Source: an optimization exercise on an open RTL-to-GDS flow (aim: small area, a short achievable clock period and few clock cycles per item). Production flows keep margins and buffers that such runs may drop. Where RTL was checked, it was by simulation tests only, not by an equivalence proof against the original. Only the layout flow was run in runs 2 to 4; the RTL was not checked for function there. Power is estimated from default activity; no workload was simulated.

--- flow/design.v ---
module comparator 
#(
  parameter DATA_WIDTH  = 16,
  parameter BINARY_TREE = 1,
  parameter NUM_INPUTS  = 16
)
(
  input  logic [NUM_INPUTS-1:0][DATA_WIDTH-1 : 0] cmp_ip,
  output logic [$clog2(NUM_INPUTS)-1 :0]  out
);
  generate if (BINARY_TREE == 0) begin
    always_comb begin
      out      = '0;
      for (int i =0; i < NUM_INPUTS; ++i) begin
        if (cmp_ip[i] > cmp_ip[out]) begin
          out      = i;
        end
      end
    end
  end else begin
    logic [$clog2(NUM_INPUTS)-1 : 0] out_stg[$clog2(NUM_INPUTS) + 1][NUM_INPUTS];
    logic [DATA_WIDTH-1 : 0]         cmp_stg[$clog2(NUM_INPUTS) + 1][NUM_INPUTS];
    always_comb begin
      for (int i = 0; i < NUM_INPUTS; i++) begin
        cmp_stg[0][i]  = cmp_ip[i];
        out_stg[0][i]  = i;
      end
      for (int i = 0;i < $clog2(NUM_INPUTS); i++) begin
        for (int j = 0;j < NUM_INPUTS; ++j) begin
          out_stg[i+1][j]    = 'X;
          cmp_stg[i+1][j]    = 'X;
        end
      end
      for (int i = 0;i < $clog2(NUM_INPUTS); i++) begin
        for (int j = 0;j < (NUM_INPUTS/2**i); j= j+2) begin
          if (cmp_stg[i][j] > cmp_stg[i][j+1]) begin
            out_stg[i+1][j/2]    = out_stg[i][j];
            cmp_stg[i+1][j/2]    = cmp_stg[i][j];
          end else begin
            out_stg[i+1][j/2]    = out_stg[i][j+1];
            cmp_stg[i+1][j/2]    = cmp_stg[i][j+1];
          end
        end
      end
      out   = out_stg[$clog2(NUM_INPUTS)][0];
    end
  end
  endgenerate
endmodule
module argmax16 (
  input  logic         clk,
  input  logic         rstn,        
  input  logic         in_valid,
  input  logic [255:0] in_data,     
  output logic         out_valid,
  output logic [3:0]   out_idx
);
  logic [255:0] data_q;
  logic         valid_q;
  logic [3:0]   idx_c;
  always_ff @(posedge clk or negedge rstn) begin
    if (!rstn) begin
      valid_q   <= 1'b0;
      out_valid <= 1'b0;
    end else begin
      valid_q   <= in_valid;
      out_valid <= valid_q;
    end
  end
  always_ff @(posedge clk) begin
    data_q  <= in_data;
    out_idx <= idx_c;
  end
  comparator #(
    .DATA_WIDTH  (16),
    .BINARY_TREE (1),
    .NUM_INPUTS  (16)
  ) u_cmp (
    .cmp_ip (data_q),
    .out    (idx_c)
  );
endmodule
--- flow/run.sh ---
#!/bin/bash
# synth_recipe.tcl (not shown) runs the flow's synth.tcl, then flattens the netlist and writes it again
# the make line also repeats each setting of config.mk as NAME=value (left out here)
make -C /OpenROAD-flow-scripts/flow DESIGN_CONFIG=/design/flow/config.mk WORK_HOME=/design/flow/orfs CLKGATE_MAP_FILE= SYNTH_SCRIPT=/design/flow/synth_recipe.tcl finish
--- flow/config.mk ---
export PLATFORM = sky130hd
export DESIGN_NAME = argmax16
export DESIGN_NICKNAME = argmax16
export VERILOG_FILES = /design/flow/design.v
export SDC_FILE = /design/flow/constraint.sdc
export NUM_CORES = 4
export LEC_CHECK = 0
export CAP_MARGIN = 20
export CORE_MARGIN = 2
export CORE_UTILIZATION = 40
export SLEW_MARGIN = 20
--- flow/constraint.sdc ---
create_clock -name core_clock -period 8.5 [get_ports {clk}]
set_input_delay 1.7000 -clock core_clock [delete_from_list [all_inputs] [get_ports {clk}]]
set_output_delay 1.7000 -clock core_clock [all_outputs]
set_load 0.01 [all_outputs]
==> flow_metrics.tcl, run 1 <==
set metrics [dict create \
    hp-start "valid_q" \
    synth_top_area_share_pct 37.7 \
    dp.cells 2137 \
    reg2reg_from "data_q[145]" \
    maxSlewViolCount 0 \
    fin_crit_sh_pct 91.7 \
    cts_tree "done" \
    gp_congestion 0.962 \
    drt_wl_total_um 40000 \
    p_leak_uw 0.00812 \
    path_delay_family "compound AO/OA/AOI/OAI gates" \
    grt.total_usage_pct 21.8 \
    endpoint_kind "register" \
    pin_count 264 \
    use_met1_pct 31.4 \
    start_util_pct 40.3 \
    finalHoldViolations 0 \
    worst_r2r_path_depth 34 \
    root_buffer "clkbuf_16" \
    ff2ff_setup_slack_ns 0.71 \
    relSlewSlack_pct 38.0 \
    stdcell_count 2190 \
    antenna_found_initial 1 \
    path_class "reg2reg" \
    fin_crit_ns 7.79 \
    ys_seq_area_share_pct 38.0 \
    synthTopCellsByArea "dfxtp_1 (38%), ha_1 (22%), a21oi_1 (5.6%)" \
    nNetsFinal 2213 \
    final_util_pct 52.6 \
    synth_common_cells "dfxtp_1 (260), ha_1 (240), a21oi_1 (154), inv_1 (140), nand2_1 (82)" \
    viasPerCell 5.23 \
    dr.pass1.iters 5 \
    synth_edf_count 0 \
    crit_slowest_cell "a211oi_1" \
    rows 68 \
    crit_buf_inv 4 \
    clk_latency_ns 0.57 \
    use_met3_pct 4.17 \
    cp-start-kind "register" \
    syn_nets 1933 \
    synth_flop_cell "dfxtp_1" \
    cap_violations 0 \
    synthCells 1434 \
    max_slew.worst_pin.slew_ns 0.921 \
    power_density_nw_per_um2 238 \
    peakVddDrop_mv 0.158 \
    grt_pass1_wl_um 61400 \
    r2r-end "out_idx[0]" \
    finalSetupTns_ns 0 \
    fp.dieArea_um2 36100 \
    top_usage_layer "met2" \
    grt_max_degree 36 \
    async_flop_share_pct 0.763 \
    crit_top_cell "a21o_1" \
    wl_per_cell_um 18.3 \
    skew_ns 0.0141 \
    postRouteAntennaNets 0 \
    hpwl_um 32600 \
    port-buffer-count 263 \
    drive_gt1_share_pct 9.86 \
    status "finished clean" \
    drc_errors 0 \
    rsz0062_at_grt "false" \
    ys_ff_latch 262 \
    worstPathRequired_ns 8.98 \
    cts_buffers 29 \
    yosys.area.top_type "dfxtp_1" \
    setup_viol 0 \
    drt_iter0_markers 772 \
    clkTransAtPathRegs_ns 0.07 \
    syn_area_um2 13800 \
    slowest_delay_ns 0.57 \
    critPathMaxFanout 35 \
    vias 11500 \
    hp-class "reg2reg" \
    die_y_um 190 \
    power.total_uw 4280 \
    die_x_um 190 \
    cts_max_level 1 \
    antenna_cells 0 \
    cp.arrival_ns 8.28 \
    worstHoldPathCells 0 \
    clock_sinks 262 \
    met2_usage_pct 33.0 \
    holdPathEnd "out_valid" \
    core_um2 34300 \
    gr-total-overflow 0 \
    yosysMostFrequentCell "dfxtp_1" \
    yosys_warnings 4 \
    syn_avg_cell_area_um2 9.64 \
    synthToLayoutAreaGrowth_pct 30.3 \
    grt_pass1_vias 11500 \
    clockBufferDepth 3 \
    synth.distinct_cells 55 \
    max_freq_mhz 128 \
]
-- metrics by stage --
step	hold slack [ns]	instance area [um^2]	setup slack [ns]
detailed placement	0.343	17000	0.0625
finish	0.367	18000	0.706
CTS	0.370	18000	0.0496
global placement	0.341	17000	0.161
global route	0.383	18000	0.0141
floorplan	0.331	13800	1.31
-- state kept, by name, summed over array words and instances (netlist names) --
| register | count |
|---|---|
| data_q | 256 |
| out_idx | 4 |
| out_valid | 1 |
| valid_q | 1 |
-- layout by cell type, fill, tap and decap left out, types with 27 or more instances in the layout --
master           count
buf_4               28
nand3_1             35
nor2_1              44
ha_1               240
o21ai_0             54
o211ai_1            27
clkdlybuf4s50_1    263
clkbuf_16           29
nand2_1             81
inv_1              140
a21oi_1            152
dfxtp_1            260
nand4_1             54
mux2_2              40
mux2i_1             39
-- final cells by class --
type,instances,area (um^2)
multi-input combinational,989,7870
tap,455,569
clock inverter,16,155
sequential,262,5260
timing repair buffer,292,2860
inverter,140,526
fill,3173,16300
clock buffer,36,782
-- worst reg2reg max path: cells and delay by family, from the launching register on --
| kind | cells | cell delay, ns |
|---|---|---|
| DFF | 1 | 0.36 |
| adders and majority gates | 4 | 1.26 |
| muxes | 1 | 0.32 |
| AOI/OAI and AO/OA | 19 | 3.90 |
| and+or+nand+nor | 6 | 1.04 |
| buffers and inverters | 4 | 0.86 |
-- power by group --
part / internal, uW / switching (uW) / leakage (uW)
sequential: 1310 / 45.4 / 0.00222
clock: 715 / 515 / 0.000465
combinational: 750 / 950 / 0.00544
total: 2770 / 1510 / 0.00812
-- routing by layer --
| metal | up-vias | wire length [um] |
|---|---|---|
| li1 | 5774 | - |
| met1 | 5241 | 19700 |
| met2 | 380 | 16400 |
| met3 | 56 | 2970 |
| met4 | 2 | 902 |
| met5 | - | 11 |
-- what timing repair did --
item                                   CTS  global route
gates resized for setup                  0            10
setup endpoints to repair                0             4
hold buffers                             0             0
endpoints found under the hold margin    0             0
buffers inserted                         0             1
-- cell families after synthesis --
kind of cell | share of synthesized area (%)
muxes | 7.38
AOI/OAI and AO/OA | 17.3
adders and majority gates | 21.7
DFF | 38.0
buffers and inverters | 5.39
and+or+nand+nor | 10.2
-- how the worst max path moves through the flow --
stage	from	end	slack [ns]	depth (start not counted)
5_1_grt	data_q[87]	out_idx[0]	0.01	36
6_report	data_q[145]	out_idx[0]	0.71	34
3_3_place_gp	data_q[49]	out_idx[0]	0.16	33
4_1_cts	data_q[49]	out_idx[0]	0.05	33
3_5_place_dp	data_q[49]	out_idx[0]	0.06	33
2_1_floorplan	data_q[81]	out_idx[0]	1.31	39
Testbench counts, summed over its fixed seeds: cycles 8,208, items 8,192.
==> run 2, diff against run 1 <==
==> flow/design.v (replaced) <==
module comparator #(
  parameter int DW = 16
) (
  input  logic [DW-1:0] a_val,
  input  logic [3:0]    a_idx,
  input  logic [DW-1:0] b_val,
  input  logic [3:0]    b_idx,
  output logic [DW-1:0] o_val,
  output logic [3:0]    o_idx
);
  logic a_wins;
  assign a_wins = a_val > b_val;
  assign o_val  = a_wins ? a_val : b_val;
  assign o_idx  = a_wins ? a_idx : b_idx;
endmodule
module argmax16 #(
  parameter int CUT = 2
) (
  input  logic         clk,
  input  logic         rstn,        
  input  logic         in_valid,
  input  logic [255:0] in_data,     
  output logic         out_valid,
  output logic [3:0]   out_idx
);
  logic [15:0] val [5][16];
  logic [3:0]  idx [5][16];
  logic [15:0] val_r [5][16];
  logic [3:0]  idx_r [5][16];
  always_ff @(posedge clk or negedge rstn) begin
    if (!rstn) out_valid <= 1'b0;
    else       out_valid <= in_valid;
  end
  for (genvar i = 0; i < 16; i++) begin : g_in
    assign val_r[0][i] = in_data[16*i +: 16];
    assign idx_r[0][i] = 4'(i);
  end
  for (genvar l = 0; l < 4; l++) begin : g_lvl
    for (genvar j = 0; j < (8 >> l); j++) begin : g_node
      comparator #(.DW(16)) u_node (
        .a_val (val_r[l][2*j]),   .a_idx (idx_r[l][2*j]),
        .b_val (val_r[l][2*j+1]), .b_idx (idx_r[l][2*j+1]),
        .o_val (val[l+1][j]),     .o_idx (idx[l+1][j])
      );
      if (l + 1 == CUT) begin : g_reg
        if (CUT < 4) begin : g_v
          always_ff @(posedge clk) val_r[l+1][j] <= val[l+1][j];
        end
        always_ff @(posedge clk) idx_r[l+1][j] <= idx[l+1][j];
      end else begin : g_wire
        assign val_r[l+1][j] = val[l+1][j];
        assign idx_r[l+1][j] = idx[l+1][j];
      end
    end
  end
  assign out_idx = idx_r[4][0];
endmodule
==> run 2 against run 1 <==
Net effect:
- still clean
- die area shrank 16%
- area after synthesis fell by 16%
- cell area fell by 18%
- sequential cell count fell by 189
- synthesized cell count up 4.5%
- largest cell class unchanged
==> flow_metrics.tcl, run 2 <==
set metrics [dict create \
    gp_congestion 0.857 \
    die_y_um 174 \
    yosysMostFrequentCell "ha_1" \
    gr-total-overflow 0 \
    worstPathRequired_ns 6.80 \
    crit_buf_inv 3 \
    cp.arrival_ns 5.47 \
    cts_tree "done" \
    async_flop_share_pct 1.37 \
    max_freq_mhz 140 \
    wl_met1_um 17200 \
    peakVddDrop_mv 0.129 \
    synth_common_cells "ha_1 (240), inv_1 (222), nand2_1 (122), mux2i_1 (118), a21oi_1 (77)" \
    port-buffer-count 263 \
    power_density_nw_per_um2 170 \
    post_cts.repair.setup_buffers 0 \
    final_cell_mix "clkdlybuf4s50_1 (263), ha_1 (240), inv_1 (222), nand2_1 (122), mux2i_1 (118)" \
    start_util_pct 40.5 \
    max_slew.worst_pin.slew_ns 1.05 \
    fin_crit_sh_pct 84.3 \
    clockBufferDepth 2 \
    viasPerCell 5.61 \
    reg_top3 "val_r: 64 flops, idx_r: 8 flops, out_valid: 1 flops" \
    postRouteAntennaNets 0 \
    rows 62 \
    crit_slowest_cell "o31a_1" \
    critPathMaxFanout 23 \
    p_leak_uw 0.00714 \
    grt_max_degree 36 \
    drt_wl_total_um 36300 \
    wl_per_cell_um 17.2 \
    antenna_found_initial 0 \
    fillers 2729 \
    yosys_warnings 19 \
    maxSlewViolCount 0 \
    pin_count 264 \
    hpwl_um 30100 \
    largest_register_ffs 64 \
    fin_crit_ns 7.17 \
    grt.total_usage_pct 23.4 \
    syn_nets 1998 \
    drive_gt1_share_pct 4.12 \
    dr.pass1.iters 5 \
    yosys.area.top_type "ha_1" \
    cts_buffers 9 \
    fp.dieArea_um2 30400 \
    post-place-ws_ns 1.52 \
    holdWs_ns 1.50 \
    synth_flop_cell "dfxtp_1" \
    clkTransAtPathRegs_ns 0.06 \
    cts_hold_buf 0 \
    clock_sinks 73 \
    grt_pass1_vias 11500 \
    drc_errors 0 \
    setup_viol 0 \
    core_um2 28600 \
    path_class "reg2out" \
    rsz0062_at_grt "false" \
    synth.distinct_cells 68 \
    top_register "val_r" \
    syn_avg_cell_area_um2 7.74 \
    ys_seq_area_share_pct 12.6 \
    wl_met3_um 1620 \
    synthTopCellsByArea "ha_1 (26%), dfxtp_1 (12%), mux2i_1 (10%)" \
    synth_edf_count 0 \
    register_area_um2 1470 \
    cts_max_level 3 \
    synthCells 1499 \
    endpoint_kind "primary output" \
    die_x_um 174 \
    hp-class "in2async" \
    worstPathCellList "inv_1, ha_1, nand4_1, nor4_1, a21boi_0, o31a_1, buf_4, nand2_1, o21ai_0, ha_1, a21oi_1, o21ai_0, a221o_1, nor3_1, nor2_1, a22oi_1, clkdlybuf4s50_1" \
    dr_wl_met2_um 16800 \
    vias 11800 \
    worst_slack_ns 1.33 \
    multi_input_area_um2 8980 \
    synth_top_area_share_pct 25.9 \
    final_common_cell "clkdlybuf4s50_1" \
    finalHoldViolations 0 \
    antenna_cells 0 \
    ctsResizeCount 0 \
    path_delay_family "compound AO/OA/AOI/OAI gates" \
    root_buffer "clkbuf_16" \
    slowest_delay_ns 0.66 \
    drt_iter0_markers 780 \
    finalSetupTns_ns 0 \
    relSlewSlack_pct 29.8 \
    grt_pass1_wl_um 58300 \
    nNetsFinal 2216 \
    cap_violations 0 \
    synthToLayoutAreaGrowth_pct 27.6 \
    top_layer "met4" \
    cp-start-kind "register" \
    status "finished clean" \
    syn_area_um2 11600 \
    ys_ff_latch 73 \
]
==> run 2: cell count changes in the layout (fill, tap and decap cells not counted), sizes merged, moves of 19 or more <==
cell	delta
dfxtp	-188
a41oi	+19
mux2i	+75
mux2	-48
inv	+81
a21oi	-98
o21ai	+21
clkbuf	-26
nor3	+37
nand2	+40
and3	+21
==> run 2: per-layer routing <==
metal  vias up  global-route usage (%)
met5         -                       0
met4         0                    5.18
met3        38                    2.54
met2       337                    39.3
met1      5469                    32.1
li1       5965                       -
==> run 2: cell families after synthesis <==
| group | count (synthesis) | synth area share (%) |
|---|---|---|
| simple gates | 401 | 18.1 |
| buf+inv | 294 | 10.4 |
| compound gates | 372 | 22.7 |
| flops | 73 | 12.6 |
| mux | 119 | 10.3 |
| fa+ha+maj | 240 | 25.9 |
==> run 2: area by class of cell <==
type,instances,share of cell area [%]
Clock buffer,10,1.55
Tap cell,384,3.24
Timing Repair Buffer,279,18.6
Multi-Input combinational cell,1132,60.7
Sequential cell,73,9.90
Inverter,222,5.63
Clock inverter,6,0.439
==> run 2: power breakdown <==
group | switching, uW | internal (uW)
clock | 152 | 228
combinational | 859 | 748
sequential | 74.3 | 451
==> run 2: worst max path at each step <==
stage | start | to | slack (ns) | depth (start not counted)
floorplan | in_data[145] | val_r[34][8] | 3.22 | 18
global placement | in_data[145] | val_r[34][14] | 1.63 | 15
detailed placement | in_data[145] | val_r[34][15] | 1.52 | 15
CTS | val_r[33][13] | out_idx[1] | 1.37 | 17
global route | val_r[33][13] | out_idx[1] | 0.88 | 17
finish | val_r[33][14] | out_idx[1] | 1.33 | 17
==> run 2: stage by stage <==
stage | power (uW) | util, % | area [um^2] | instances
after detailed placement | 2130 | 50.7 | 14500 | 2090
after global routing | 2740 | 51.7 | 14800 | 2106
after global placement | 2090 | 50.7 | 14500 | 2090
final | 2510 | 51.7 | 14800 | 2106
after floorplan | 1580 | - | 11600 | 1499
after CTS | 2520 | 51.7 | 14800 | 2106
==> run 3, diff against run 2 <==
==> flow/flow/run.sh (new file) <==
#!/bin/bash
# Standard ORFS layout, with the port buffers made of sky130 buf cells
# instead of the delay buffer buffer_ports picks by default.
set -e
export BUFFER_PORTS_ARGS="-buffer_cell sky130_fd_sc_hd__buf_2"
bash standard.sh > standard.log 2>&1
==> flow/standard.sh (new file) <==
#!/bin/bash
# synth_recipe.tcl (not shown) runs the flow's synth.tcl, then flattens the netlist and writes it again
# the make line also repeats each setting of config.mk as NAME=value (left out here)
make -C /OpenROAD-flow-scripts/flow DESIGN_CONFIG=/design/flow/config.mk WORK_HOME=/design/flow/orfs CLKGATE_MAP_FILE= SYNTH_SCRIPT=/design/flow/synth_recipe.tcl "${@:-finish}"
removed: flow/run.sh
==> run 3 against run 2 <==
Net effect:
- still clean on timing, DRC and antenna
- core utilization shrank 4.5 points
- clock power up 14%
- fmax is 8.0% higher
- worst hold slack worse by 0.38 ns
- via count hardly changed
- sequential power is 0.8% lower
- non-clock buffer count down 3
==> flow_metrics.tcl, run 3 <==
set metrics [dict create \
    status "finished clean" \
    rsz0062_at_grt "false" \
    endpoint_kind "primary output" \
    synth_flop_cell "dfxtp_1" \
    drt_iter0_markers 714 \
    async_flop_share_pct 1.37 \
    syn_nets 1998 \
    ys_seq_area_share_pct 12.6 \
    synthTopCellsByArea "ha_1 (26%), dfxtp_1 (12%), mux2i_1 (10%)" \
    finalSetupTns_ns 0 \
    fp.dieArea_um2 30400 \
    fin_crit_ns 6.64 \
    clockBufferDepth 2 \
    yosys.area_share.simple_pct 18.1 \
    cts_tree "done" \
    setup_viol 0 \
    max_freq_mhz 151 \
    peakVddDrop_mv 0.102 \
    stdcell_count 2103 \
    die_y_um 174 \
    grt.total_usage_pct 23.1 \
    synthXorXnorAreaFrac_pct 0 \
    hpwl_um 29100 \
    antenna_cells 0 \
    p_leak_uw 0.00715 \
    cts_buffers 9 \
    start_util_pct 40.5 \
    crit_buf_inv 2 \
    post_cts.repair.setup_buffers 0 \
    viasPerCell 5.62 \
    max_slew.worst_pin.slew_ns 1.14 \
    synth_edf_count 0 \
    largest_register_ffs 64 \
    core_um2 28600 \
    wl_per_cell_um 16.8 \
    ctsResizeCount 0 \
    synth_top_family_by_area "adder cells" \
    critPathMaxFanout 17 \
    fin_crit_sh_pct 78.1 \
    drive_gt1_share_pct 19.4 \
    path_class "reg2out" \
    root_buffer "clkbuf_16" \
    hp-class "in2async" \
    finalHoldViolations 0 \
    synth_top_area_share_pct 25.9 \
    relSlewSlack_pct 24.2 \
    nNetsFinal 2213 \
    pin_count 264 \
    clock_sinks 73 \
    postRouteAntennaNets 0 \
    gr-total-overflow 0 \
    clkTransAtPathRegs_ns 0.07 \
    antenna_found_initial 0 \
    die_x_um 174 \
    syn_avg_cell_area_um2 7.74 \
    gp_congestion 0.900 \
    yosysMostFrequentCell "ha_1" \
    synth.distinct_cells 68 \
    synthMuxAreaShare_pct 10.3 \
    grt_pass1_vias 11600 \
    yosys_warnings 19 \
    yosys.area.top_type "ha_1" \
    final_common_cell "buf_2" \
    vias 11800 \
    power_density_nw_per_um2 183 \
    cp.arrival_ns 4.94 \
    cp-start-kind "register" \
    worstPathCellList "inv_1, ha_1, and4_1, nand3b_1, a21o_1, o211a_1, nor2_2, mux2i_1, ha_1, a21oi_1, nand2_1, a221o_1, nor3_1, nor2_1, mux2i_1, buf_2" \
    maxSlewViolCount 0 \
    grt_max_degree 36 \
    reg_top3 "val_r: 64 flops, idx_r: 8 flops, out_valid: 1 flops" \
    port-buffer-count 263 \
    synth_compound_area_share_pct 22.7 \
    final_cell_mix "buf_2 (263), ha_1 (240), inv_1 (222), nand2_1 (122), mux2i_1 (118)" \
    drt_wl_total_um 35300 \
    rows 62 \
    drc_errors 0 \
    synth_common_cells "ha_1 (240), inv_1 (222), nand2_1 (122), mux2i_1 (118), a21oi_1 (77)" \
    cts_max_level 3 \
    ys_ff_latch 73 \
    slowest_delay_ns 0.86 \
    synthToLayoutAreaGrowth_pct 16.4 \
    grt_pass1_wl_um 57900 \
    crit_slowest_cell "nor2_2" \
    cap_violations 0 \
    dp.cells 2086 \
    top_register "val_r" \
    synth_adder_area_share_pct 25.9 \
    cts_hold_buf 0 \
    path_delay_family "simple AND/OR/NAND/NOR gates" \
    syn_area_um2 11600 \
    worstPathRequired_ns 6.80 \
    dr.pass1.iters 5 \
    synthCells 1499 \
]
==> run 3: changes by cell type in the layout (fill, tap and decap cells not counted), moves of 2 or more <==
cell / change
clkinv_2: -2
buf_4: -4
buf_2: +263
clkdlybuf4s50_1: -263
==> run 3: logic make-up (layout without fill, tap and decap cells) <==
group | count (synthesis) | in the layout
fa+ha+maj | 240 | 240
simple gates | 401 | 401
flops | 73 | 73
compound gates | 372 | 372
mux | 119 | 119
buf+inv | 294 | 514
==> run 3: power breakdown <==
| part | total (uW) | internal, uW | switching [uW] |
|---|---|---|---|
| registers | 521 | 450 | 71.0 |
| clock network | 432 | 269 | 163 |
| logic | 1510 | 650 | 864 |
| total | 2470 | 1370 | 1100 |
==> run 3: cell type report <==
class                           instances  area, um^2
Clock inverter                          6        95.1
Sequential cell                        73        1470
Fill cell                            2832       15100
Timing Repair Buffer                  276        1420
Tap cell                              384         480
Clock buffer                           10         239
Multi-Input combinational cell       1132        8980
Inverter                              222         833
==> run 3: through the flow <==
| step | power (uW) | instance area (um^2) | worst slack (ns) | hold slack (ns) | util [%] |
|---|---|---|---|---|---|
| after CTS | 2480 | 13500 | 1.86 | 1.10 | 47.1 |
| after detailed placement | 2030 | 13200 | 1.71 | 1.48 | 46.0 |
| final | 2470 | 13500 | 1.86 | 1.12 | 47.2 |
| after global routing | 2710 | 13500 | 1.69 | 1.10 | 47.2 |
| after global placement | 2000 | 13200 | 1.72 | 1.47 | 45.9 |
| after floorplan | 1580 | 11600 | 3.22 | 1.40 | - |
==> run 3: path summary, 6_finish.rpt <==
check,start,endpoint,cells past startpoint
worst min-delay path,rstn,out_valid,1
max in group asynchronous,rstn,out_valid,1
min in group core_clock,in_valid,out_valid,1
worst max-delay path,val_r[35][11],out_idx[2],16
==> run 3: metal layers <==
metal	part of all wire, %	track usage (%)	vias to the layer above
met4	2.6	7.84	0
met1	47	31.3	5443
met5	0	0	-
met2	45	38.3	353
met3	4.9	2.32	51
li1	-	-	5967
==> run 4, diff against run 3 <==
--- a/flow/design.v
+++ b/flow/design.v
@@ -11,3 +11,7 @@
   logic a_wins;
-  assign a_wins = a_val > b_val;
+  always_comb begin
+    a_wins = 1'b0;
+    for (int i = 0; i < DW; i++)
+      a_wins = (a_val[i] & ~b_val[i]) | ((a_val[i] | ~b_val[i]) & a_wins);
+  end
   assign o_val  = a_wins ? a_val : b_val;
@@ -16,3 +20,3 @@
 module argmax16 #(
-  parameter int CUT = 2
+  parameter int CUT = 3
 ) (
==> flow/run.sh (new file) <==
#!/bin/bash
# synth_recipe.tcl (not shown) runs the flow's synth.tcl, then flattens the netlist and writes it again
# the make line also repeats each setting of config.mk as NAME=value (left out here)
make -C /OpenROAD-flow-scripts/flow DESIGN_CONFIG=/design/flow/config.mk WORK_HOME=/design/flow/orfs CLKGATE_MAP_FILE= SYNTH_SCRIPT=/design/flow/synth_recipe.tcl finish
removed: flow/flow/run.sh
removed: flow/standard.sh
==> run 4 against run 3 <==
Net effect:
- clock power shrank 52%
- non-clock buffer count grew 7
- sequential share of layout area shrank 4.1 points
- fmax shrank 16%
- first-iteration DRC count shrank 15%
- via count shrank 16%
- cell area shrank 13%
- worst hold slack gained 0.44 ns
- setup slack lost 1.3 ns
- sequential power shrank about 40%
- die area shrank 26%
- largest power group unchanged
==> flow_metrics.tcl, run 4 <==
set metrics [dict create \
    antenna_found_initial 0 \
    synthMuxAreaShare_pct 20.5 \
    fin_area_um2 11700 \
    worstPathCellList "clkdlybuf4s50_1, nor2b_1, or4_1, a211oi_1, nand2_1, o221ai_2, buf_4, mux2_1, a21oi_1, a221oi_1, a211oi_2, o31ai_2, o21ai_4, buf_4, mux2i_1, maj3_2, and3b_1, nand4b_1, a31oi_1, a211oi_1, maj3_2, mux2_1" \
    cp-start-kind "primary input" \
    grt_pass1_vias 9387 \
    core_um2 21000 \
    antenna_cells 0 \
    synth_edf_count 0 \
    finalSetupTns_ns 0 \
    clkTransAtPathRegs_ns 0.06 \
    dr.pass1.iters 7 \
    synthTopCellsByArea "mux2i_1 (13%), dfxtp_1 (8.9%), inv_1 (7.1%)" \
    cp.arrival_ns 8.06 \
    cts_tree "done" \
    maxSlewViolCount 0 \
    syn_nets 1452 \
    max_freq_mhz 127 \
    setup_viol 0 \
    yosysMostFrequentCell "inv_1" \
    final_cell_mix "clkdlybuf4s50_1 (263), inv_1 (161), mux2i_1 (110), nor2_1 (84), nand2_1 (79)" \
    cap_violations 0 \
    synth_top_family_by_area "compound AO/OA/AOI/OAI gates" \
    p_sw_share_pct 42.7 \
    vias 9898 \
    p_leak_uw 0.00499 \
    grt_max_degree 29 \
    ys_ff_latch 39 \
    ctsResizeCount 0 \
    yosys.area.top_type "mux2i_1" \
    postRouteAntennaNets 0 \
    reg_top3 "val_r: 32 flops, idx_r: 6 flops, out_valid: 1 flops" \
    cts_hold_buf 0 \
    drive_gt1_share_pct 9.23 \
    die_x_um 150 \
    root_buffer "clkbuf_16" \
    grt.total_usage_pct 24.9 \
    grt_pass1_wl_um 46200 \
    endpoint_kind "register" \
    drc_errors 0 \
    syn_area_um2 8570 \
    cts_max_level 2 \
    path_class "in2reg" \
    largest_register_ffs 32 \
    port-buffer-count 263 \
    worstPathRequired_ns 8.66 \
    syn_avg_cell_area_um2 7.19 \
    finalHoldViolations 0 \
    cts_buffers 5 \
    gr-total-overflow 0 \
    synth_top_area_share_pct 12.8 \
    clkPwrFrac_pct 10.9 \
    combPwrFrac_pct 72.6 \
    synth_common_cells "inv_1 (161), mux2i_1 (110), nor2_1 (84), nand2_1 (79), a21oi_1 (60)" \
    fin_crit_ns 7.89 \
    synth_compound_area_share_pct 31.4 \
    relSlewSlack_pct 35.1 \
    viasPerCell 5.73 \
    crit_slowest_cell "maj3_2" \
    peakVddDrop_mv 0.121 \
    p_int_uw 1080 \
    async_flop_share_pct 2.56 \
    synthXorXnorAreaFrac_pct 0 \
    gp_congestion 0.962 \
    final_common_cell "clkdlybuf4s50_1" \
    status "finished clean" \
    fp.dieArea_um2 22600 \
    synth_adder_area_share_pct 7.46 \
    top_register "val_r" \
    drt_wl_total_um 29400 \
    yosys_warnings 12 \
    slowest_delay_ns 0.57 \
    placed_area_um2 11600 \
    pin_count 264 \
    critPathMaxFanout 20 \
    drt_iter0_markers 608 \
    yosys.area_share.simple_pct 22.4 \
    rows 53 \
    start_util_pct 40.8 \
    clockBufferDepth 2 \
    fin_crit_sh_pct 92.9 \
    clock_sinks 39 \
    synth.distinct_cells 93 \
    power_density_nw_per_um2 161 \
    power.switching_uw 806 \
    rsz0062_at_grt "false" \
    ys_seq_area_share_pct 9.17 \
    sequentialPowerShare_pct 16.5 \
    synthCells 1193 \
    dp.cells 1720 \
    synth_flop_cell "dfxtp_1" \
    holdWs_ns 1.57 \
    max_slew.worst_pin.slew_ns 0.967 \
    nNetsFinal 1711 \
    post_cts.repair.setup_buffers 0 \
    hp-class "in2async" \
    die_y_um 150 \
    synthToLayoutAreaGrowth_pct 36.7 \
    stdcell_count 1727 \
    hpwl_um 25000 \
    wl_per_cell_um 17.0 \
]
run 4: cell count changes in the layout (fill, tap and decap cells not counted), sizes merged, moves of 31 or more:
| cell | before | now |
|---|---|---|
| clkdlybuf4s50 | 0 | 263 |
| buf | 276 | 20 |
| ha | 240 | 0 |
| inv | 225 | 161 |
| maj3 | 0 | 61 |
| mux2 | 1 | 57 |
| nand4 | 63 | 7 |
| nand2 | 122 | 79 |
| nand2b | 2 | 45 |
| dfxtp | 72 | 38 |
| nor2 | 54 | 85 |
run 4: cell type report:
type                            instances  area, um^2
Timing Repair Buffer                  283        2780
Tap cell                              275         344
Clock inverter                          2        37.5
Clock buffer                            5         125
Sequential cell                        39         786
Multi-Input combinational cell        962        7040
Inverter                              161         604
Fill cell                            2066        9300
run 4: critical path, delay by kind of cell:
kind / cells / cell delay, ns
buf+inv: 3 / 1.00
simple gates: 5 / 1.07
fa+ha+maj: 2 / 0.83
compound gates: 9 / 2.30
mux: 3 / 1.12
run 4: how the worst max path moves through the flow:
stage	to	depth (start not counted)	slack (ns)	startpoint
after CTS	out_idx[1]	20	0.58	val_r[48][0]
final	val_r[48][1]	22	0.61	in_data[125]
after detailed placement	val_r[48][1]	22	0.41	in_data[112]
after global routing	val_r[48][1]	22	0.18	in_data[125]
after global placement	val_r[49][5]	21	0.41	in_data[249]
after floorplan	val_r[48][1]	20	1.51	in_data[112]
run 4: metal layers:
metal / routed length [um] / vias to the layer above / part of all wire, % / global-route usage [%]
li1: - / 4975 / - / -
met1: 12700 / 4597 / 43 / 31.5
met2: 14800 / 292 / 50 / 46.2
met3: 1470 / 34 / 5.0 / 1.91
met4: 454 / 0 / 1.5 / 4.43
met5: 0 / - / 0 / 0
run 4: cell families after synthesis:
family,Yosys count
AND/OR/NAND/NOR,373
AO/OA/AOI/OAI,361
buffers and inverters,192
multiplexers,167
adder cells (fa/ha/maj),61
flip-flops,39
run 4: power groups by stage:
stage | sequential, uW | combinational, uW | clock [uW]
6_report | 310 | 1370 | 206
5_1_grt | 318 | 1500 | 217
4_1_cts | 311 | 1370 | 210
3_5_place_dp | 311 | 1360 | 0
3_3_place_gp | 314 | 1360 | 0
2_1_floorplan | 299 | 950 | 0
run 4: metrics by stage:
| step | util (%) | total power, uW | setup slack (ns) |
|---|---|---|---|
| after detailed placement | 55.0 | 1670 | 0.413 |
| after global placement | 55.0 | 1670 | 0.411 |
| after CTS | 55.8 | 1890 | 0.582 |
| final | 55.8 | 1890 | 0.605 |
| after global routing | 55.8 | 2030 | 0.183 |
| after floorplan | - | 1250 | 1.51 |
==> run 5, diff against run 4 <==
==> flow/design.v (replaced) <==
module comparator #(
  parameter int DW = 16,
  parameter int IW = 2
) (
  input  logic [3:0][DW-1:0] val,
  input  logic [3:0][IW-1:0] idx,
  output logic [DW-1:0]      o_val,
  output logic [IW+1:0]      o_idx
);
  logic gt01, gt02, gt03, gt12, gt13, gt23;
  logic [3:0] win;
  function automatic logic greater(input logic [DW-1:0] a, input logic [DW-1:0] b);
    logic c;
    c = 1'b0;
    for (int k = 0; k < DW; k++) c = (a[k] & ~b[k]) | ((a[k] | ~b[k]) & c);
    greater = c;
  endfunction
  assign gt01 = greater(val[0], val[1]);
  assign gt02 = greater(val[0], val[2]);
  assign gt03 = greater(val[0], val[3]);
  assign gt12 = greater(val[1], val[2]);
  assign gt13 = greater(val[1], val[3]);
  assign gt23 = greater(val[2], val[3]);
  assign win[0] =  gt01 &  gt02 &  gt03;
  assign win[1] = ~gt01 &  gt12 &  gt13;
  assign win[2] = ~gt02 & ~gt12 &  gt23;
  assign win[3] = ~gt03 & ~gt13 & ~gt23;
  always_comb begin
    o_val = '0;
    for (int i = 0; i < 4; i++) o_val |= {DW{win[i]}} & val[i];
  end
  assign o_idx[IW+1] = win[3] | win[2];
  assign o_idx[IW]   = win[3] | win[1];
  always_comb begin
    o_idx[IW-1:0] = '0;
    for (int i = 0; i < 4; i++) o_idx[IW-1:0] |= {IW{win[i]}} & idx[i];
  end
endmodule
module argmax16 #(
  parameter bit REG_MID = 1    
) (
  input  logic         clk,
  input  logic         rstn,        
  input  logic         in_valid,
  input  logic [255:0] in_data,     
  output logic         out_valid,
  output logic [3:0]   out_idx
);
  logic [3:0][15:0] gval, gval_q;    
  logic [3:0][1:0]  gidx, gidx_q;    
  logic [3:0]       idx_c;
  logic [3:0][3:0]  gx;              
  logic [15:0]      unused_val;
  always_ff @(posedge clk or negedge rstn) begin
    if (!rstn) out_valid <= 1'b0;
    else       out_valid <= in_valid;
  end
  for (genvar g = 0; g < 4; g++) begin : g_grp
    comparator #(.DW(16), .IW(1)) u_grp (
      .val   (in_data[64*g +: 64]),
      .idx   ('0),
      .o_val (gval[g]),
      .o_idx (gx[g][2:0])
    );
    assign gx[g][3] = 1'b0;
    assign gidx[g]  = gx[g][2:1];
  end
  comparator #(.DW(16), .IW(2)) u_top (
    .val   (gval_q),
    .idx   (gidx_q),
    .o_val (unused_val),
    .o_idx (idx_c)
  );
  if (REG_MID) begin : g_mid
    always_ff @(posedge clk) begin
      gval_q <= gval;
      gidx_q <= gidx;
    end
    assign out_idx = idx_c;
  end else begin : g_out
    assign gval_q = gval;
    assign gidx_q = gidx;
    always_ff @(posedge clk) out_idx <= idx_c;
  end
endmodule
==> flow/flow/run.sh (new file) <==
#!/bin/bash
# Standard ORFS layout, with the port buffers made of sky130 buf cells
# instead of the delay buffer buffer_ports picks by default.
set -e
export BUFFER_PORTS_ARGS="-buffer_cell sky130_fd_sc_hd__buf_2"
bash standard.sh > standard.log 2>&1
==> flow/standard.sh (new file) <==
#!/bin/bash
# synth_recipe.tcl (not shown) runs the flow's synth.tcl, then flattens the netlist and writes it again
# the make line also repeats each setting of config.mk as NAME=value (left out here)
make -C /OpenROAD-flow-scripts/flow DESIGN_CONFIG=/design/flow/config.mk WORK_HOME=/design/flow/orfs CLKGATE_MAP_FILE= SYNTH_SCRIPT=/design/flow/synth_recipe.tcl "${@:-finish}"
removed: flow/run.sh
==> run 5 against run 4 <==
Net effect:
- largest power group unchanged
- global-route usage increased by 3.9 points
- fmax increased by 47%
- sequential share of layout area increased by 4.3 points
- worst hold slack got worse by 0.45 ns
- non-clock buffer count decreased by 16
- die area increased by 33%
- cell area increased by 14%
- largest cell class unchanged
==> flow_metrics.tcl, run 5 <==
set metrics [dict create \
    status "finished clean" \
    max_slew.worst_pin.slew_ns 1.07 \
    root_buffer "clkbuf_16" \
    die_x_um 173 \
    finalSetupTns_ns 0 \
    grt.total_usage_pct 28.8 \
    gp_congestion 0.972 \
    final_util_pct 47.7 \
    viasPerCell 6.43 \
    cap_violations 0 \
    startpoint "gval_q[3]" \
    clock_sinks 73 \
    synth_top_area_share_pct 12.6 \
    async_flop_share_pct 1.37 \
    post_cts.repair.setup_buffers 0 \
    cts_hold_buf 0 \
    maxSlewViolCount 0 \
    final_cell_mix "buf_2 (263), inv_1 (245), maj3_1 (133), nand2_1 (117), nand2b_1 (92)" \
    yosys_warnings 3 \
    final_common_cell "buf_2" \
    power.total_uw 1860 \
    syn_avg_cell_area_um2 7.03 \
    port-buffer-count 263 \
    synthXorXnorAreaFrac_pct 0 \
    setup_viol 0 \
    crit_slowest_cell "a2111oi_1" \
    synth_edf_count 0 \
    yosys.area_share.simple_pct 25.7 \
    rsz0062_at_grt "false" \
    fin_crit_sh_pct 63.2 \
    rows 61 \
    grt_pass1_wl_um 71600 \
    drive_gt1_share_pct 17.1 \
    hpwl_um 36500 \
    synthMuxAreaShare_pct 0.0982 \
    ctsResizeCount 0 \
    grt_max_degree 19 \
    pin_count 264 \
    clkTransAtPathRegs_ns 0.05 \
    synth_flop_cell "dfxtp_1" \
    wl_per_cell_um 20.3 \
    critPathMaxFanout 4 \
    cts_max_level 3 \
    syn_area_um2 11500 \
    slowest_delay_ns 0.77 \
    antenna_found_initial 0 \
    grt_pass1_vias 13400 \
    relSlewSlack_pct 28.1 \
    drt_iter0_markers 1799 \
    yosys.area.top_type "dfxtp_1" \
    drc_errors 0 \
    path_class "reg2out" \
    synthTopCellsByArea "dfxtp_1 (13%), maj3_1 (12%), inv_1 (8.0%)" \
    worstPathCellList "inv_1, maj3_1, a221o_1, a2111oi_1, o22ai_1, a2111oi_0, a211oi_1, or3b_1, o221ai_1, buf_2" \
    clockBufferDepth 2 \
    synth_compound_area_share_pct 38.8 \
    ys_ff_latch 73 \
    p_sw_share_pct 43.8 \
    die_y_um 173 \
    fillers 2879 \
    top_register "gval_q" \
    dr.pass1.iters 8 \
    vias 14400 \
    finalHoldViolations 0 \
    core_um2 28000 \
    sequentialPowerShare_pct 27.5 \
    synthToLayoutAreaGrowth_pct 16.4 \
    cts_tree "done" \
    ys_seq_area_share_pct 12.8 \
    synth.distinct_cells 91 \
    start_util_pct 40.9 \
    peakVddDrop_mv 0.0913 \
    syn_nets 1889 \
    cp.arrival_ns 3.67 \
    synth_adder_area_share_pct 12.3 \
    cp-start-kind "register" \
    nNetsFinal 2117 \
    crit_path_end "out_idx[0]" \
    reg_top3 "gval_q: 64 flops, gidx_q: 8 flops, out_valid: 1 flops" \
    synth_top_family_by_area "compound AO/OA/AOI/OAI gates" \
    synthCells 1630 \
    hp-class "in2async" \
    clkPwrFrac_pct 20.4 \
    antenna_cells 0 \
    yosysMostFrequentCell "inv_1" \
    power.switching_uw 816 \
    cts_buffers 9 \
    fin_crit_ns 5.37 \
    drt_wl_total_um 45600 \
    postRouteAntennaNets 0 \
    combPwrFrac_pct 52.1 \
    endpoint_kind "primary output" \
    p_leak_uw 0.00551 \
    p_int_uw 1050 \
    power_density_nw_per_um2 140 \
    largest_register_ffs 64 \
    holdWs_ns 1.12 \
    gr-total-overflow 0 \
    max_freq_mhz 186 \
    fp.dieArea_um2 30000 \
    synth_common_cells "inv_1 (245), maj3_1 (133), nand2_1 (117), nand2b_1 (92), nor2_1 (75)" \
    worstPathRequired_ns 6.80 \
]
run 5: power groups by stage:
stage                     Sequential (uW)  Combinational, uW  Clock [uW]
after global placement                519                943           0
after detailed placement              517                949           0
after global routing                  521               1060         400
after floorplan                       466                650           0
after CTS                             511                954         389
final                                 512                972         380
run 5: final cells by class:
| cell class | count | area, um^2 | share of cell area, % |
|---|---|---|---|
| flip-flops and latches | 73 | 1470 | 11.0 |
| clock buffers | 13 | 250 | 1.87 |
| inverters | 246 | 923 | 6.92 |
| repair buffers | 267 | 1350 | 10.1 |
| clock inverters | 3 | 40.0 | 0.300 |
| well taps | 378 | 473 | 3.54 |
| multi-input cells | 1261 | 8850 | 66.3 |
run 5: layer usage:
layer	global-route usage, %	up-vias	routed length (um)
met5	0	-	0
met2	47.3	779	20800
li1	-	6752	-
met3	2.59	79	3680
met4	8.47	0	1050
met1	39.9	6796	20000
run 5: kinds of logic after synthesis:
family,after synthesis
buffers and inverters,296
multiplexers,1
AND/OR/NAND/NOR,542
flip-flops,73
AO/OA/AOI/OAI,578
adder cells (fa/ha/maj),140
run 5: through the flow:
step                      std cells  cell area (um^2)  setup WS, ns
after floorplan                1630             11500          4.14
after detailed placement       2225             13000          3.43
after global routing           2241             13400          2.94
final                          2241             13400          3.13
after CTS                      2241             13300          3.19
after global placement         2224             13000          3.42
run 5: worst min path at each step:
stage / startpoint / end / cells after the start
floorplan: rstn / out_valid / 0
global placement: rstn / out_valid / 1
detailed placement: rstn / out_valid / 1
CTS: rstn / out_valid / 1
global route: rstn / out_valid / 1
finish: rstn / out_valid / 1
run 5: worst max-delay path: cells and delay by family, from the launching register on:
kind	cells	cell delay, ns
buffers and inverters	2	0.29
and+or+nand+nor	1	0.42
adders and majority gates	1	0.36
AOI/OAI and AO/OA	6	1.87
DFF	1	0.38
Testbench counts of run 5, summed over its fixed seeds: cycles 8,200, items 8,192.
==> run 6, diff against run 5 <==
--- a/flow/config.mk
+++ b/flow/config.mk
@@ -10,2 +10,3 @@
 export CORE_UTILIZATION = 40
+export SETUP_SLACK_MARGIN = 4
 export SLEW_MARGIN = 20
==> run 6 against run 5 <==
Net effect:
- still clean on timing, DRC and antenna
- setup slack improved by 0.63 ns
- count of clock-buffer cells in the layout did not move
- wire length rose by 0.71%
- final cell count rose by 0.49%
- cell area rose by 2.6%
- combinational power rose by 12%
- fmax rose by 13%
- sequential share of layout area barely moved
- largest cell class unchanged
==> flow_metrics.tcl, run 6 <==
set metrics [dict create \
    worstPathCellList "nor2b_4, maj3_2, a221o_1, a2111oi_4, o22ai_2, a2111oi_4, a211oi_2, or3b_1, o221ai_1, buf_2" \
    start_util_pct 40.9 \
    clock_sinks 73 \
    pin_count 264 \
    largest_register_ffs 64 \
    postRouteAntennaNets 0 \
    worstPathRequired_ns 6.80 \
    synth_compound_area_share_pct 38.8 \
    hp-class "in2async" \
    fin_crit_ns 4.74 \
    synth.distinct_cells 91 \
    rsz0062_at_grt "true" \
    endpoint_kind "primary output" \
    max_slew.worst_pin.slew_ns 1.06 \
    synth_edf_count 0 \
    yosysMostFrequentCell "inv_1" \
    cts_max_level 3 \
    rows 61 \
    wl_per_cell_um 20.4 \
    path_class "reg2out" \
    die_y_um 173 \
    holdWs_ns 1.12 \
    synthMuxAreaShare_pct 0.0982 \
    async_flop_share_pct 1.37 \
    crit_top_cell "a2111oi_4" \
    maxSlewViolCount 0 \
    die_x_um 173 \
    ys_ff_latch 73 \
    final_cell_mix "buf_2 (261), inv_1 (243), maj3_1 (121), nand2_1 (116), nand2b_1 (90)" \
    cp.arrival_ns 3.04 \
    status "finished clean" \
    nNetsFinal 2128 \
    ys_seq_area_share_pct 12.8 \
    grt.total_usage_pct 28.9 \
    core_um2 28000 \
    fin_crit_sh_pct 55.7 \
    drc_errors 0 \
    grt_pass1_wl_um 72000 \
    synth_adder_area_share_pct 12.3 \
    finalHoldViolations 0 \
    grt_max_degree 19 \
    peakVddDrop_mv 0.0950 \
    hpwl_um 36500 \
    critPathMaxFanout 2 \
    synthCells 1630 \
    synthTopCellsByArea "dfxtp_1 (13%), maj3_1 (12%), inv_1 (8.0%)" \
    crit_slowest_cell "a2111oi_4" \
    top_register "gval_q" \
    clockBufferDepth 2 \
    cp-start-kind "register" \
    gr-total-overflow 0 \
    synth_top_family_by_area "compound AO/OA/AOI/OAI gates" \
    p_leak_uw 0.00563 \
    slowest_delay_ns 0.42 \
    gp_congestion 0.972 \
    yosys.area_share.simple_pct 25.7 \
    root_buffer "clkbuf_16" \
    power_density_nw_per_um2 145 \
    register_area_um2 1500 \
    final_common_cell "buf_2" \
    clkTransAtPathRegs_ns 0.06 \
    antenna_found_initial 0 \
    drive_gt1_share_pct 20.4 \
    fp.dieArea_um2 30000 \
    fillers 2839 \
    finalSetupTns_ns 0 \
    cap_violations 0 \
    cts_buffers 9 \
    synth_common_cells "inv_1 (245), maj3_1 (133), nand2_1 (117), nand2b_1 (92), nor2_1 (75)" \
    synth_flop_cell "dfxtp_1" \
    viasPerCell 6.41 \
    synth_top_area_share_pct 12.6 \
    multi_input_area_um2 9040 \
    relSlewSlack_pct 28.9 \
    syn_nets 1889 \
    cts_tree "done" \
    setup_viol 0 \
    synthToLayoutAreaGrowth_pct 19.5 \
    syn_area_um2 11500 \
    yosys_warnings 3 \
    port-buffer-count 263 \
    synthXorXnorAreaFrac_pct 0 \
    dr.pass1.iters 8 \
    yosys.area.top_type "dfxtp_1" \
    reg_top3 "gval_q: 64 flops, gidx_q: 8 flops, out_valid: 1 flops" \
    vias 14400 \
    drt_wl_total_um 45900 \
    drt_iter0_markers 1893 \
    syn_avg_cell_area_um2 7.03 \
    antenna_cells 0 \
    max_freq_mhz 211 \
    grt_pass1_vias 13500 \
]
## run 6: final cells by class
| cell class | instances | area share (%) |
|---|---|---|
| Clock buffer | 13 | 1.83 |
| Multi-Input combinational cell | 1261 | 66.0 |
| Inverter | 246 | 6.74 |
| Timing Repair Buffer | 278 | 10.8 |
| Sequential cell | 73 | 10.9 |
| Clock inverter | 3 | 0.292 |
| Tap cell | 378 | 3.45 |
## run 6: where the power goes
part | switching, uW | internal [uW]
Clock | 146 | 235
Sequential | 104 | 416
Combinational | 616 | 469
Total | 867 | 1120
## run 6: metrics by stage
| step | std cells | util, % | area [um^2] | total power (uW) | worst slack [ns] |
|---|---|---|---|---|---|
| finish | 2252 | 48.9 | 13700 | 1990 | 3.76 |
| global route | 2252 | 48.9 | 13700 | 2100 | 3.67 |
| CTS | 2250 | 48.5 | 13600 | 1950 | 3.73 |
| detailed placement | 2225 | 46.6 | 13000 | 1470 | 3.43 |
| global placement | 2224 | 46.5 | 13000 | 1460 | 3.42 |
| floorplan | 1630 | - | 11500 | 1120 | 4.14 |
## run 6: kinds of logic after synthesis
family | count (synthesis)
simple gates | 542
flops | 73
mux | 1
compound gates | 578
fa+ha+maj | 140
buf+inv | 296
## run 6: critical path, delay by kind of cell (launching register included)
kind	cells	cell delay (ns)
adder cells (fa/ha/maj)	1	0.29
AND/OR/NAND/NOR	2	0.50
buffers and inverters	1	0.17
AO/OA/AOI/OAI	6	1.40
flip-flops	1	0.34
## run 6: metal layers
| layer | wire [um] | vias up | track usage [%] |
|---|---|---|---|
| met4 | 990 | 0 | 8.23 |
| met5 | 0 | - | 0 |
| li1 | - | 6773 | - |
| met1 | 20300 | 6836 | 40.0 |
| met2 | 21100 | 759 | 47.9 |
| met3 | 3530 | 78 | 2.61 |
## run 6: what timing repair did
item	CTS	global route
hold buffers	0	0
gates resized for setup	60	21
setup endpoints to repair	33	54
buffers inserted	9	2
pin swaps	18	15
## run 6: worst max path at each step
stage,end,start,cells after the start
finish,out_idx[0],gval_q[50],10
global route,out_idx[1],gval_q[50],10
CTS,out_idx[0],gval_q[50],10
detailed placement,gval_q[31],in_data[74],10
global placement,gval_q[2],in_data[9],10
floorplan,out_idx[0],gval_q[50],9
==> run 7, diff against run 6 <==
--- a/flow/config.mk
+++ b/flow/config.mk
@@ -10,3 +10,3 @@
 export CORE_UTILIZATION = 40
-export SETUP_SLACK_MARGIN = 4
+export SETUP_SLACK_MARGIN = 5
 export SLEW_MARGIN = 20
==> run 7 against run 6 <==
Net effect:
- still clean
- setup slack worse by 0.015 ns
- power is 12% higher
- critical path depth is 1 higher
- non-clock buffer count is 92 higher
- count of clock-buffer cells in the layout is 3 lower
- sequential power hardly changed
- first-iteration DRC count is 4.9% lower
- die area stayed put
- sequential cell count stayed put
- synthesized cell count stayed put
- core utilization is 11 points higher
- combinational power is 25% higher
- critical path type unchanged
==> flow_metrics.tcl, run 7 <==
set metrics [dict create \
    status "finished clean" \
    dp.cells 2221 \
    drt_iter0_markers 1801 \
    dr.pass1.iters 8 \
    reg_top3 "gval_q: 64 flops, gidx_q: 8 flops, out_valid: 1 flops" \
    synth_flop_cell "dfxtp_1" \
    clock_sinks 73 \
    drive_gt1_share_pct 39.8 \
    finalHoldViolations 0 \
    synthCells 1630 \
    syn_avg_cell_area_um2 7.03 \
    syn_nets 1889 \
    final_cell_mix "inv_1 (207), buf_2 (205), nand2_1 (94), buf_4 (90), nand2b_1 (79)" \
    start_util_pct 40.9 \
    pin_count 264 \
    ys_seq_area_share_pct 12.8 \
    maxSlewViolCount 0 \
    synthToLayoutAreaGrowth_pct 46.5 \
    nNetsFinal 2232 \
    cap_violations 0 \
    hp-class "in2async" \
    synthTopCellsByArea "dfxtp_1 (13%), maj3_1 (12%), inv_1 (8.0%)" \
    syn_area_um2 11500 \
    async_flop_share_pct 1.37 \
    synth_top_area_share_pct 12.6 \
    path_class "reg2out" \
    clkTransAtPathRegs_ns 0.06 \
    core_um2 28000 \
    max_slew.worst_pin.slew_ns 1.04 \
    grt.total_usage_pct 32.1 \
    synth.distinct_cells 91 \
    relSlewSlack_pct 30.5 \
    critPathMaxFanout 2 \
    largest_register_ffs 64 \
    final_common_cell "inv_1" \
    viasPerCell 6.66 \
    grt_pass1_vias 14800 \
    wl_per_cell_um 22.1 \
    antenna_cells 0 \
    cts_hold_buf 0 \
    setup_viol 0 \
    drc_errors 0 \
    die_x_um 173 \
    endpoint_kind "primary output" \
    worstPathRequired_ns 6.80 \
    max_freq_mhz 210 \
    yosys.area.top_type "dfxtp_1" \
    p_leak_uw 0.00680 \
    fp.dieArea_um2 30000 \
    yosysMostFrequentCell "inv_1" \
    rows 61 \
    antenna_found_initial 0 \
    fillers 2575 \
    synth_edf_count 0 \
    cp.arrival_ns 3.05 \
    placed_area_um2 13500 \
    synth_common_cells "inv_1 (245), maj3_1 (133), nand2_1 (117), nand2b_1 (92), nor2_1 (75)" \
    fin_crit_sh_pct 55.9 \
    gp_congestion 0.958 \
    yosys_warnings 3 \
    finalSetupTns_ns 0 \
    fin_area_um2 16800 \
    cts_tree "done" \
    fin_crit_ns 4.75 \
    cts_buffers 9 \
    gr-total-overflow 0 \
    cp-start-kind "register" \
    cts_max_level 3 \
    drt_wl_total_um 52000 \
    grt_max_degree 21 \
    peakVddDrop_mv 0.109 \
    port-buffer-count 263 \
    clockBufferDepth 2 \
    power_density_nw_per_um2 133 \
    postRouteAntennaNets 0 \
    die_y_um 173 \
    ys_ff_latch 73 \
    rsz0062_at_grt "true" \
    vias 15700 \
    root_buffer "clkbuf_16" \
    grt_pass1_wl_um 80000 \
    hpwl_um 36800 \
    stdcell_count 2356 \
    top_register "gval_q" \
]
==> run 7: cell counts after synthesis <==
No cell type changed its count.
==> run 7: cell families (layout without fill, tap and decap cells) <==
group | after synthesis | in the layout | share of synthesized area (%)
buffers and inverters | 296 | 632 | 10.3
AO/OA/AOI/OAI | 578 | 582 | 38.8
flip-flops | 73 | 73 | 12.8
AND/OR/NAND/NOR | 542 | 548 | 25.7
multiplexers | 1 | 1 | 0.0982
adder cells (fa/ha/maj) | 140 | 142 | 12.3
==> run 7: how the worst max path moves through the flow <==
stage / from / end / slack, ns / cells after the start
2_1_floorplan: gval_q[50] / out_idx[0] / 4.37 / 9
3_3_place_gp: in_data[48] / gval_q[14] / 3.76 / 10
3_5_place_dp: in_data[48] / gval_q[14] / 3.76 / 10
4_1_cts: gval_q[50] / out_idx[0] / 3.75 / 11
5_1_grt: gval_q[50] / out_idx[0] / 3.64 / 11
6_report: gval_q[50] / out_idx[0] / 3.75 / 11
==> run 7: final cells by class <==
| type | instances | area, um^2 | share of cell area (%) |
|---|---|---|---|
| multi-input combinational | 1273 | 10900 | 64.8 |
| timing repair buffer | 370 | 2710 | 16.2 |
| sequential | 73 | 1500 | 8.92 |
| inverter | 246 | 948 | 5.65 |
| tap | 378 | 473 | 2.82 |
| clock buffer | 10 | 229 | 1.36 |
| clock inverter | 6 | 43.8 | 0.261 |
==> run 7: layer usage <==
layer	share of wire (%)	up-vias	routed length (um)	GRT usage [%]
met3	9.6	179	4980	4.54
met1	41	7470	21100	42.9
met2	46	1019	23900	51.9
met5	0	-	0	0
li1	-	7027	-	-
met4	3.8	0	1980	12.8
==> run 7: what timing repair did <==
action                     CTS  global route
hold endpoints to repair     0             0
gates resized for setup    321           192
gates cloned                17             1
buffers inserted            80            20
pin swaps                  200           144
setup endpoints to repair   76            76
==> run 7: power breakdown <==
group | total, uW | internal (uW) | switching [uW] | leakage [uW]
Combinational | 1360 | 618 | 746 | 0.00606
Clock | 347 | 198 | 150 | 0.000121
Sequential | 519 | 416 | 102 | 0.000617
Total | 2230 | 1230 | 999 | 0.00680
==> run 7: metrics by stage <==
step	power, uW	setup WS (ns)	hold WS [ns]	util (%)
detailed placement	1520	3.76	1.48	48.1
global route	2350	3.64	1.11	60.0
finish	2230	3.75	1.12	60.0
global placement	1520	3.76	1.47	48.1
CTS	2130	3.75	1.11	56.7
floorplan	1190	4.37	1.40	-
==> run 7: worst max-delay path: stages (launching register included) <==
cell and delay, ns:
dfxtp_2 0.34, nor2b_4 0.12, maj3_2 0.28, a221o_1 0.29, a2111oi_2 0.38, buf_4 0.19, nor2_2 0.05, a2111oi_4 0.27
a211oi_2 0.07, or3b_4 0.40, o221ai_2 0.16, buf_2 0.16
==> run 8, diff against run 7 <==
--- a/flow/flow/run.sh
+++ b/flow/flow/run.sh
@@ -4,3 +4,3 @@
 set -e
-export BUFFER_PORTS_ARGS="-buffer_cell sky130_fd_sc_hd__buf_2"
+export BUFFER_PORTS_ARGS="-buffer_cell sky130_fd_sc_hd__buf_1"
 bash standard.sh > standard.log 2>&1
--- a/flow/config.mk
+++ b/flow/config.mk
@@ -10,3 +10,2 @@
 export CORE_UTILIZATION = 40
-export SETUP_SLACK_MARGIN = 5
 export SLEW_MARGIN = 20
==> run 8 against run 7 <==
Net effect:
- combinational power is about 30% lower
- critical path depth is 1 lower
- area after synthesis stayed put
- core utilization is 13 points lower
- fmax is 12% lower
- power is 15% lower
- setup slack worse by 0.63 ns
- critical endpoint is now out_idx[1]
==> flow_metrics.tcl, run 8 <==
set metrics [dict create \
    ctsResizeCount 0 \
    path_delay_family "compound AO/OA/AOI/OAI gates" \
    crit_slowest_cell "a2111oi_1" \
    ys_seq_area_share_pct 12.8 \
    peakVddDrop_mv 0.0994 \
    synth_flop_cell "dfxtp_1" \
    status "finished clean" \
    grt_max_degree 19 \
    final_util_pct 46.6 \
    syn_avg_cell_area_um2 7.03 \
    synthTopCellsByArea "dfxtp_1 (13%), maj3_1 (12%), inv_1 (8.0%)" \
    worstPathCellList "inv_1, maj3_1, a221o_1, a2111oi_1, o22ai_1, a2111oi_0, a211oi_1, or3b_1, o221ai_1, buf_1" \
    max_freq_mhz 186 \
    fillers 3013 \
    clkTransAtPathRegs_ns 0.06 \
    grt.total_usage_pct 29.3 \
    largest_register_ffs 64 \
    p_leak_uw 0.00480 \
    crit_buf_inv 2 \
    rsz0062_at_grt "false" \
    worstPathRequired_ns 6.80 \
    async_flop_share_pct 1.37 \
    port-buffer-count 263 \
    gr-total-overflow 0 \
    cts_buffers 9 \
    wl_per_cell_um 20.4 \
    fin_crit_ns 5.38 \
    drt_iter0_markers 1578 \
    antenna_found_initial 0 \
    dr.pass1.iters 6 \
    setup_viol 0 \
    die_y_um 173 \
    worst_slack_ns 3.12 \
    viasPerCell 6.43 \
    power.total_uw 1880 \
    final_cell_mix "buf_1 (263), inv_1 (245), maj3_1 (133), nand2_1 (117), nand2b_1 (92)" \
    post_cts.repair.setup_buffers 0 \
    startpoint "gval_q[3]" \
    final_common_cell "buf_1" \
    cp-start-kind "register" \
    synth_top_area_share_pct 12.6 \
    drt_wl_total_um 45800 \
    finalHoldViolations 0 \
    critPathMaxFanout 4 \
    gp_congestion 0.970 \
    synthCells 1630 \
    grt_pass1_wl_um 73100 \
    syn_nets 1889 \
    max_slew.worst_pin.slew_ns 0.987 \
    rows 61 \
    cts_tree "done" \
    cp.arrival_ns 3.68 \
    yosys.area.top_type "dfxtp_1" \
    crit_path_end "out_idx[1]" \
    finalSetupTns_ns 0 \
    endpoint_kind "primary output" \
    drc_errors 0 \
    cp.depth 10 \
    cts_max_level 3 \
    hpwl_um 36500 \
    power_density_nw_per_um2 144 \
    antenna_cells 0 \
    ys_ff_latch 73 \
    multi_input_area_um2 8860 \
    slowest_delay_ns 0.73 \
    relSlewSlack_pct 33.7 \
    cap_violations 0 \
    path_class "reg2out" \
    yosys_warnings 3 \
    synth_common_cells "inv_1 (245), maj3_1 (133), nand2_1 (117), nand2b_1 (92), nor2_1 (75)" \
    clockBufferDepth 2 \
    post-place-ws_ns 3.28 \
    synth_edf_count 0 \
    cts_hold_buf 0 \
    synthToLayoutAreaGrowth_pct 14.0 \
    drive_gt1_share_pct 3.06 \
    root_buffer "clkbuf_16" \
    core_um2 28000 \
    register_area_um2 1470 \
    synth.distinct_cells 91 \
    maxSlewViolCount 0 \
    syn_area_um2 11500 \
    fp.dieArea_um2 30000 \
    grt_pass1_vias 13600 \
    hp-class "in2async" \
    holdWs_ns 1.11 \
    vias 14400 \
    clock_sinks 73 \
    pin_count 264 \
    top_register "gval_q" \
    postRouteAntennaNets 0 \
    nNetsFinal 2117 \
    die_x_um 173 \
    start_util_pct 40.9 \
    reg_top3 "gval_q: 64 flops, gidx_q: 8 flops, out_valid: 1 flops" \
    fin_crit_sh_pct 63.3 \
    yosysMostFrequentCell "inv_1" \
]
[run 8: cell count changes in the layout (fill, tap and decap cells not counted), sizes merged]
cell	change
nor3	-1
maj3	-2
clkinvlp	-5
and3	-1
clkbuf	-8
a31oi	-3
nand3	-1
o21ai	-1
clkinv	+2
or3b	-2
and3b	-1
buf	-94
bufinv	+2
[run 8: cell type report]
type / count / share of cell area [%]
tap: 378 / 3.62
timing repair buffer: 267 / 7.79
clock buffer: 11 / 1.93
clock inverter: 5 / 0.594
sequential: 73 / 11.2
inverter: 246 / 7.07
multi-input combinational: 1261 / 67.8
[run 8: stage by stage]
step	cells	area, um^2
finish	2241	13100
global route	2241	13100
floorplan	1630	11500
global placement	2225	12700
CTS	2241	13100
detailed placement	2225	12700
[run 8: report_power, final]
group          internal [uW]  switching (uW)
registers                412             101
clock network            272             148
logic                    380             573
total                   1060             821
[run 8: metal layers]
metal	up-vias	GRT usage, %	wire, um
met5	-	0	0
met4	0	8.62	1170
met3	89	3.82	3530
met2	780	47.8	20800
met1	6782	40.2	20300
li1	6749	-	-
[run 8: cell families (layout without fill, tap and decap cells)]
| logic type | after synthesis | after routing | synth area share (%) |
|---|---|---|---|
| fa+ha+maj | 140 | 140 | 12.3 |
| buf+inv | 296 | 529 | 10.3 |
| mux | 1 | 1 | 0.0982 |
| flops | 73 | 73 | 12.8 |
| compound gates | 578 | 578 | 38.8 |
| simple gates | 542 | 542 | 25.7 |
[run 8: worst min-delay path by stage]
stage,start,end,cells after the start
after floorplan,rstn,out_valid,0
after global placement,rstn,out_valid,1
after detailed placement,rstn,out_valid,1
after CTS,rstn,out_valid,1
after global routing,rstn,out_valid,1
final,rstn,out_valid,1
==> run 9, diff against run 8 <==
--- a/flow/config.mk
+++ b/flow/config.mk
@@ -10,2 +10,3 @@
 export CORE_UTILIZATION = 40
+export SETUP_SLACK_MARGIN = 5
 export SLEW_MARGIN = 20
==> run 9 against run 8 <==
Net effect:
- critical path type unchanged
- count of clock-buffer cells in the layout up 2
- fmax rose by 14%
- global-route usage up 3.3 points
- sequential share of layout area decreased by 2.4 points
- die area is the same
- via count rose by 9.4%
- final cell count rose by 6.4%
- area after synthesis stayed put
- core utilization increased by 14 points
==> flow_metrics.tcl, run 9 <==
set metrics [dict create \
    status "finished clean" \
    peakVddDrop_mv 0.0968 \
    nNetsFinal 2261 \
    cap_violations 0 \
    cts_buffers 9 \
    viasPerCell 6.60 \
    gr-total-overflow 0 \
    grt_pass1_wl_um 80700 \
    cp.arrival_ns 3.03 \
    die_y_um 173 \
    final_common_cell "inv_1" \
    hp-class "in2async" \
    synth_edf_count 0 \
    largest_register_ffs 64 \
    clockBufferDepth 2 \
    pin_count 264 \
    drt_iter0_markers 2037 \
    register_area_um2 1510 \
    path_class "reg2out" \
    fillers 2549 \
    critPathMaxFanout 3 \
    port-buffer-count 263 \
    endpoint_kind "primary output" \
    max_slew.worst_pin.slew_ns 0.966 \
    ys_ff_latch 73 \
    rsz0062_at_grt "true" \
    maxSlewViolCount 0 \
    synthToLayoutAreaGrowth_pct 48.8 \
    rows 61 \
    syn_nets 1889 \
    grt.total_usage_pct 32.6 \
    drive_gt1_share_pct 34.2 \
    max_freq_mhz 211 \
    clock_sinks 73 \
    synth_common_cells "inv_1 (245), maj3_1 (133), nand2_1 (117), nand2b_1 (92), nor2_1 (75)" \
    synth.distinct_cells 91 \
    syn_area_um2 11500 \
    fp.dieArea_um2 30000 \
    placed_area_um2 13200 \
    drt_wl_total_um 52700 \
    drc_errors 0 \
    root_buffer "clkbuf_16" \
    synth_top_area_share_pct 12.6 \
    cts_max_level 3 \
    worstPathRequired_ns 6.80 \
    power_density_nw_per_um2 134 \
    p_leak_uw 0.00666 \
    postRouteAntennaNets 0 \
    synthTopCellsByArea "dfxtp_1 (13%), maj3_1 (12%), inv_1 (8.0%)" \
    finalHoldViolations 0 \
    fin_area_um2 17100 \
    hpwl_um 36900 \
    final_cell_mix "inv_1 (206), buf_1 (132), buf_4 (102), nand2_1 (101)" \
    relSlewSlack_pct 35.2 \
    grt_pass1_vias 14800 \
    start_util_pct 40.9 \
    syn_avg_cell_area_um2 7.03 \
    yosys.area.top_type "dfxtp_1" \
    antenna_cells 0 \
    clkTransAtPathRegs_ns 0.06 \
    dr.pass1.iters 12 \
    finalSetupTns_ns 0 \
    fin_crit_sh_pct 55.7 \
    wl_per_cell_um 22.1 \
    synth_flop_cell "dfxtp_1" \
    yosysMostFrequentCell "inv_1" \
    grt_max_degree 21 \
    multi_input_area_um2 10900 \
    ys_seq_area_share_pct 12.8 \
    setup_viol 0 \
    async_flop_share_pct 1.37 \
]
-- run 9: area by class of cell --
type / instances / area share [%]
tap: 378 / 2.77
timing repair buffer: 402 / 17.6
multi-input combinational: 1270 / 63.6
sequential: 73 / 8.82
inverter: 246 / 5.58
clock inverter: 3 / 0.0880
clock buffer: 13 / 1.53
-- run 9: stage by stage --
step | util [%] | worst slack [ns] | instances | total power (uW)
global route | 60.9 | 3.67 | 2385 | 2400
global placement | 47.0 | 3.64 | 2221 | 1500
floorplan | - | 4.37 | 1630 | 1190
detailed placement | 47.0 | 3.69 | 2221 | 1500
finish | 60.9 | 3.77 | 2385 | 2280
CTS | 57.6 | 3.75 | 2367 | 2170
-- run 9: worst max-delay path, cell delays in order, from the launching register on --
cell and delay (ns):
dfxtp_2 0.32, nor2b_4 0.11, maj3_2 0.28, a221o_1 0.29
a2111oi_2 0.32, buf_4 0.20, nor2_4 0.04, a2111oi_4 0.28
a211oi_2 0.09, or3b_4 0.43, o221ai_2 0.16, buf_2 0.17
-- run 9: path summary, 6_finish.rpt --
kind,endpoint,start,cells past startpoint,slack [ns]
min in group core_clock,out_valid,in_valid,1,1.45
worst max-delay path,out_idx[1],gval_q[50],11,3.77
max in group asynchronous,out_valid,rstn,1,7.30
worst min-delay path,out_valid,rstn,1,1.10
-- run 9: logic make-up (layout without fill, tap and decap cells) --
| family | after synthesis | count (layout) | share of synthesized area (%) |
|---|---|---|---|
| muxes | 1 | 1 | 0.0982 |
| adders and majority gates | 140 | 142 | 12.3 |
| DFF | 73 | 73 | 12.8 |
| buffers and inverters | 296 | 664 | 10.3 |
| and+or+nand+nor | 542 | 548 | 25.7 |
| AOI/OAI and AO/OA | 578 | 579 | 38.8 |
-- run 9: what timing repair did --
action | 4_1_cts | 5_1_grt
setup buffers | 115 | 18
pin swaps | 200 | 132
endpoints found under the hold margin | 0 | 0
gates cloned | 15 | 0
gates resized for setup | 466 | 208
setup endpoints to repair | 76 | 76
-- run 9: power breakdown --
part	switching [uW]	internal (uW)	total, uW
registers	104	417	522
logic	751	649	1400
clock network	146	212	358
total	1000	1280	2280
-- run 9: per-layer routing --
| layer | vias to the layer above | track usage [%] | part of all wire (%) |
|---|---|---|---|
| met5 | - | 0 | 0 |
| met4 | 0 | 13.3 | 4.1 |
| met3 | 215 | 4.80 | 10 |
| met2 | 1081 | 53.7 | 46 |
| met1 | 7378 | 42.7 | 40 |
| li1 | 7074 | - | - |

Check on run 9: ideal ports give 3.767 ns setup slack; a clkbuf_16 on the clock port and buf_2 on the inputs give 3.724 ns; moving port delays by the midpoint clock arrival (0.385 ns) as well gives 4.109 ns.
